This design comes from an exercise in tuning for small area, a short achievable clock period and few clock cycles per item on the open sky130 flow, not from production work.
For this run, only the layout was checked, not whether the RTL still works.

==> flow/design.v <==
module net_64_33_9_10_16_3(clk, reset, x_data, x_valid, x_ready, y_data, y_valid, y_ready);
   input clk, reset, x_valid, y_ready;
   input signed [15:0] x_data;
   output x_ready, y_valid;
   output signed [15:0] y_data;
   function automatic integer f1(input integer k);
      case (k)
        0: f1 = -1;  1: f1 = 5;   2: f1 = 2;   3: f1 = -4;  4: f1 = 0;
        5: f1 = 4;   6: f1 = -5;  7: f1 = 0;   8: f1 = -5;  9: f1 = -5;
        10: f1 = 1;  11: f1 = -8; 12: f1 = -4; 13: f1 = 7;  14: f1 = 6;
        15: f1 = 0;  16: f1 = 5;  17: f1 = -3; 18: f1 = -6; 19: f1 = -2;
        20: f1 = 2;  21: f1 = 1;  22: f1 = 5;  23: f1 = 2;  24: f1 = -7;
        25: f1 = 3;  26: f1 = -7; 27: f1 = -2; 28: f1 = 5;  29: f1 = 2;
        30: f1 = 7;  31: f1 = -3; 32: f1 = -1;
        default: f1 = 0;
      endcase
   endfunction
   function automatic integer f2(input integer k);
      case (k)
        0: f2 = 1;  1: f2 = 1;  2: f2 = 7;  3: f2 = -2; 4: f2 = 4;
        5: f2 = -1; 6: f2 = 1;  7: f2 = 7;  8: f2 = -7;
        default: f2 = 0;
      endcase
   endfunction
   function automatic integer f3(input integer k);
      case (k)
        0: f3 = 1;  1: f3 = -5; 2: f3 = -8; 3: f3 = -1; 4: f3 = 3;
        5: f3 = 5;  6: f3 = 4;  7: f3 = 5;  8: f3 = -5; 9: f3 = -2;
        default: f3 = 0;
      endcase
   endfunction
   logic yv;
   logic signed [15:0] yr;
   wire adv = !(yv && !y_ready);
   assign x_ready = adv;
   assign y_valid = yv;
   assign y_data = yr;
   wire accept = x_valid && adv && !reset;
   logic [5:0] cnt;
   always_ff @(posedge clk) begin
      if (reset) cnt <= 6'd0;
      else if (accept) cnt <= cnt + 6'd1;
   end
   logic signed [15:0] xr;
   logic xv, x32, x40, x49;
   always_ff @(posedge clk) begin
      if (reset) begin
         xv <= 1'b0;
      end else if (adv) begin
         xv <= accept;
      end
   end
   always_ff @(posedge clk) begin
      if (adv) begin
         xr <= x_data;
         x32 <= cnt >= 6'd32;
         x40 <= cnt >= 6'd40;
         x49 <= cnt >= 6'd49;
      end
   end
   logic signed [15:0] a1 [0:31];
   logic [14:0] y1r;
   logic y1v, y1_40, y1_49;
   wire en1 = xv && adv;
   wire signed [15:0] t1_0;
   mulsat #(.F(f1(0))) m1_0(.x(xr), .p(t1_0));
   always_ff @(posedge clk) if (en1) a1[0] <= t1_0;
   genvar k;
   generate
      for (k = 1; k < 32; k = k + 1) begin : g1
         wire signed [15:0] s;
         macsat #(.F(f1(k))) u(.acc(a1[k-1]), .x(xr), .s(s));
         always_ff @(posedge clk) if (en1) a1[k] <= s;
      end
   endgenerate
   wire signed [15:0] s1o;
   macsat #(.F(f1(32))) m1o(.acc(a1[31]), .x(xr), .s(s1o));
   always_ff @(posedge clk) begin
      if (reset) y1v <= 1'b0;
      else if (adv) y1v <= xv && x32;
   end
   always_ff @(posedge clk) begin
      if (adv) begin
         y1r <= s1o[15] ? 15'd0 : s1o[14:0];
         y1_40 <= x40;
         y1_49 <= x49;
      end
   end
   wire signed [15:0] x2 = {1'b0, y1r};
   logic signed [15:0] a2 [0:7];
   logic [14:0] y2r;
   logic y2v, y2_49;
   wire en2 = y1v && adv;
   wire signed [15:0] t2_0;
   mulsat #(.F(f2(0))) m2_0(.x(x2), .p(t2_0));
   always_ff @(posedge clk) if (en2) a2[0] <= t2_0;
   generate
      for (k = 1; k < 8; k = k + 1) begin : g2
         wire signed [15:0] s;
         macsat #(.F(f2(k))) u(.acc(a2[k-1]), .x(x2), .s(s));
         always_ff @(posedge clk) if (en2) a2[k] <= s;
      end
   endgenerate
   wire signed [15:0] s2o;
   macsat #(.F(f2(8))) m2o(.acc(a2[7]), .x(x2), .s(s2o));
   always_ff @(posedge clk) begin
      if (reset) y2v <= 1'b0;
      else if (adv) y2v <= y1v && y1_40;
   end
   always_ff @(posedge clk) begin
      if (adv) begin
         y2r <= s2o[15] ? 15'd0 : s2o[14:0];
         y2_49 <= y1_49;
      end
   end
   wire signed [15:0] x3 = {1'b0, y2r};
   logic signed [15:0] a3 [0:8];
   wire en3 = y2v && adv;
   wire signed [15:0] t3_0;
   mulsat #(.F(f3(0))) m3_0(.x(x3), .p(t3_0));
   always_ff @(posedge clk) if (en3) a3[0] <= t3_0;
   generate
      for (k = 1; k < 9; k = k + 1) begin : g3
         wire signed [15:0] s;
         macsat #(.F(f3(k))) u(.acc(a3[k-1]), .x(x3), .s(s));
         always_ff @(posedge clk) if (en3) a3[k] <= s;
      end
   endgenerate
   wire signed [15:0] s3o;
   macsat #(.F(f3(9))) m3o(.acc(a3[8]), .x(x3), .s(s3o));
   always_ff @(posedge clk) begin
      if (reset) yv <= 1'b0;
      else if (adv) yv <= y2v && y2_49;
   end
   always_ff @(posedge clk) begin
      if (adv) yr <= s3o[15] ? 16'sd0 : s3o;
   end
endmodule
module mulsat #(parameter integer F = 1) (x, p);
   input signed [15:0] x;
   output signed [15:0] p;
   wire signed [20:0] m = x * F;
   assign p = (m > 21'sd32767) ? 16'sh7fff : (m < -21'sd32768) ? 16'sh8000 : m[15:0];
endmodule
module macsat #(parameter integer F = 1) (acc, x, s);
   input signed [15:0] acc;
   input signed [15:0] x;
   output signed [15:0] s;
   wire signed [15:0] p;
   mulsat #(.F(F)) m(.x(x), .p(p));
   wire signed [16:0] sum = acc + p;
   assign s = (sum > 17'sd32767) ? 16'sh7fff : (sum < -17'sd32768) ? 16'sh8000 : sum[15:0];
endmodule
==> flow/run.sh <==
#!/bin/bash
# synth_recipe.tcl (not shown) runs the flow's synth.tcl, then flattens the netlist and writes it again
# the make line also repeats each setting of config.mk as NAME=value (left out here)
make -C /OpenROAD-flow-scripts/flow DESIGN_CONFIG=/design/flow/config.mk WORK_HOME=/design/flow/orfs CLKGATE_MAP_FILE= SYNTH_SCRIPT=/design/flow/synth_recipe.tcl finish
==> flow/config.mk <==
export PLATFORM = sky130hd
export DESIGN_NAME = net_64_33_9_10_16_3
export DESIGN_NICKNAME = net_64_33_9_10_16_3
export VERILOG_FILES = /design/flow/design.v
export SDC_FILE = /design/flow/constraint.sdc
export NUM_CORES = 4
export LEC_CHECK = 0
export CAP_MARGIN = 20
export CORE_MARGIN = 2
export CORE_UTILIZATION = 40
export PLACE_DENSITY = 0.6
export SLEW_MARGIN = 20
==> flow/constraint.sdc <==
create_clock -name core_clock -period 9.0 [get_ports {clk}]
set_input_delay 1.8000 -clock core_clock [delete_from_list [all_inputs] [get_ports {clk}]]
set_output_delay 1.8000 -clock core_clock [all_outputs]
set_load 0.01 [all_outputs]
==> impl_results.md <==
- Slack of the critical path: 0.671 ns
- Synth warn: 7
- Slew HR: 0.144
- CTS tree: yes
- Share of cells above drive strength 1: 0.0459
- Mapped Area: 77,600 um^2
- Antenna violations before repair: 14
- DR pass1 iterations: 8
- CP max stage cell: edfxtp_1
- Post-CTS resize count: 0
- Post-synthesis xor/xnor area fraction: 0.0798
- Status: no timing/DRC/antenna violations
- Root buffer cell: clkbuf_16
- Die Area: 198,000 um^2
- Most common cell after layout, fill and taps aside: ha_1
- Maxcap violations: 0
- Async S/R FF share, synth: 0
- Largest net degree at the start of global routing: 175
- GRT Total Usage: 0.233
- Gpl congestion: 1.02
- Worst R2R Path Depth: 29
- Cell Rows: 161
- Seq/Total Area, Yosys: 0.331
- CP Data Required Time: 9.44 ns
- Family with the most delay on the worst path: compound AO/OA/AOI/OAI gates
- Most used cell, CP: inv_1
- Post-CTS Setup Inserts: 0
- Netlist cell types: 87
- CP Capture Type: flop
- Synth Area in Simple Gates: 0.114
- Htree depth: 3
- Die Height: 445 um
- CTS buffer count: 106
- Clock-pin slew on the worst setup and hold paths: 0.06 ns
- Minimum clock period: 8.33 ns
- Initial core utilization: 0.403
- Synth Area in Compound Gates: 0.215
- Number of cells on the critical path: 29
- Design area: 84,600 um^2
- DP Area: 81,100 um^2
- DRC: 0
- Yosys reg bits: 859
- Post-route ant nets: 0
- HPWL Detailed: 187,000 um
- # IOs: 38
- Max clock buf depth: 3
- Port buffer count: 36
- FF+latch area: 25,700 um^2
- Synth Flop Type: edfxtp_1
- Hold WC Path Type: reg2reg
- Clock latency on the worst-skew pair: 0.76 ns
- RSZ-0062 raised after global routing: false
- Synth Area in Adders: 0.218
- Multiplexer area fraction after synthesis: 0.00271
- Final hold vios: 0
- Final setup viols: 0
- Core area: 193,000 um^2
- Place WS: 0.584 ns
- Startpoint Class: flop
- Worst Tran Pin Value: 1.27 ns
- Fin nets: 9,521
- First-pass GRT wire length: 357,000 um
- Drt total wl: 236,000 um
- Synthesized area per cell: 9.41 um^2
- Slowest Stage Delay on Critical Path: 0.54 ns
- Period utilization: 0.925
- Critical Path Fanout Max: 16
- Number of fill cells: 18,400
- Gate Count Post-Synth: 8,248
- Largest family of logic cells by synthesized area: adder cells
- Wire per inst: 21.7 um
- Slew Viols, Final: 0
- Clk sinks: 859
- Worst Path Arrival: 8.77 ns
- Multi-input combinational cell area: 49,100 um^2
- Post-synth EDFFs: 849
- Clock skew: 0.0512 ns
- Post-CTS Hold Buffers: 0
- Fmax: 0.120 GHz
- Worst Path Buf+Inv: 5
- Initial DRC Count: 5,327
- Die width: 445 um
- Worst hold path cell count: 0
- Layout area overhead: 8.96%
- GR Overflow Total: 0
- Crit Path Class: reg2reg
- Via Count: 62,600
- Vias per cell: 5.76
- Vias in the first global route: 60,100
- Total negative slack: 0 ns
- Commonest cells after routing, fill and taps aside: ha_1, edfxtp_1, a21oi_1, o21ai_0, inv_1
-- stage by stage --
step / hold WS, ns / instances / utilization
floorplan: 0.400 / 8254 / -
global placement: 0.401 / 10700 / 0.420
detailed placement: 0.405 / 10700 / 0.421
CTS: 0.406 / 10900 / 0.438
global route: 0.411 / 10900 / 0.439
finish: 0.411 / 10900 / 0.439
-- worst paths after layout --
| check | start | end | slack (ns) |
|---|---|---|---|
| worst max register to register | xr[0] | a1[8][5] | 0.67 |
| worst min register to register | a1[14][10] | a1[15][10] | 0.41 |
| worst max-delay path | xr[0] | a1[8][5] | 0.67 |
| worst min-delay path | a1[14][10] | a1[15][10] | 0.41 |
-- sequential cells by signal, indices dropped and copies added (netlist names), 6 cells and up --
register	cells
yr	15
a3	143
y1r	15
a1	512
cnt	6
y2r	15
a2	127
xr	16
-- layer usage --
metal,track usage,wire (um),vias to the layer above
met4,0.0867,8930,0
met1,0.332,109000,30000
li1,-,-,30400
met5,0,0,-
met3,0.0330,15900,375
met2,0.359,102000,1828
-- cell type report --
class / instances / share of cell area
clock inverters: 69 / 0.00825
repair buffers: 133 / 0.0133
flip-flops and latches: 859 / 0.304
multi-input cells: 6601 / 0.580
diodes: 4 / 0.000118
inverters: 559 / 0.0248
clock buffers: 124 / 0.0324
well taps: 2526 / 0.0374
-- synth_stat cells (all sizes together), types with 111 or more instances --
library cell	n	area, um^2
nor3	139	696
nand3	148	741
fa	111	2220
xor2	318	2790
nor2	493	1850
nand2	495	1860
a21oi	831	4160
edfxtp	849	25500
o21ai	783	3920
xnor2	389	3410
ha	1130	14100
nand2b	128	801
o21a	166	1250
clkbuf	215	807
inv	557	2090
a21o	248	1860
-- cell families (layout without fill, tap and decap cells) --
| logic type | count (synthesis) | in the layout |
|---|---|---|
| AO/OA/AOI/OAI | 2715 | 2715 |
| AND/OR/NAND/NOR | 1851 | 1851 |
| adder cells (fa/ha/maj) | 1301 | 1301 |
| flip-flops | 859 | 859 |
| buffers and inverters | 794 | 885 |
| XOR/XNOR | 707 | 707 |
| multiplexers | 20 | 20 |
| other | 1 | 11 |

## port drivers added, routing unchanged
The flow's constraints put no driver on any port. The routed layout listed below was extracted and timed again, unchanged, in two steps.
Step 1 sets driving cells, clkbuf_16 on the clock port and buf_2 on the other inputs (assumed; they add their load-dependent delay and slew).
Step 2 times the ports against the registers' clock, not the clock port: input delays grow and output delays shrink by t, the midpoint of the rising clock arrivals with the driver on.
Slacks: ideal / step 1 / step 2; pairs: ideal / step 1.
t, ns: 0.826
setup WS [ns]: 0.671 / 0.671 / 0.671
worst data-port slew with drivers (ns): 0.05
After both steps setup and hold are still met in this run. For this run, drivers alone change the setup slack by 0.000 ns; drivers and shift together by 0.000 ns.
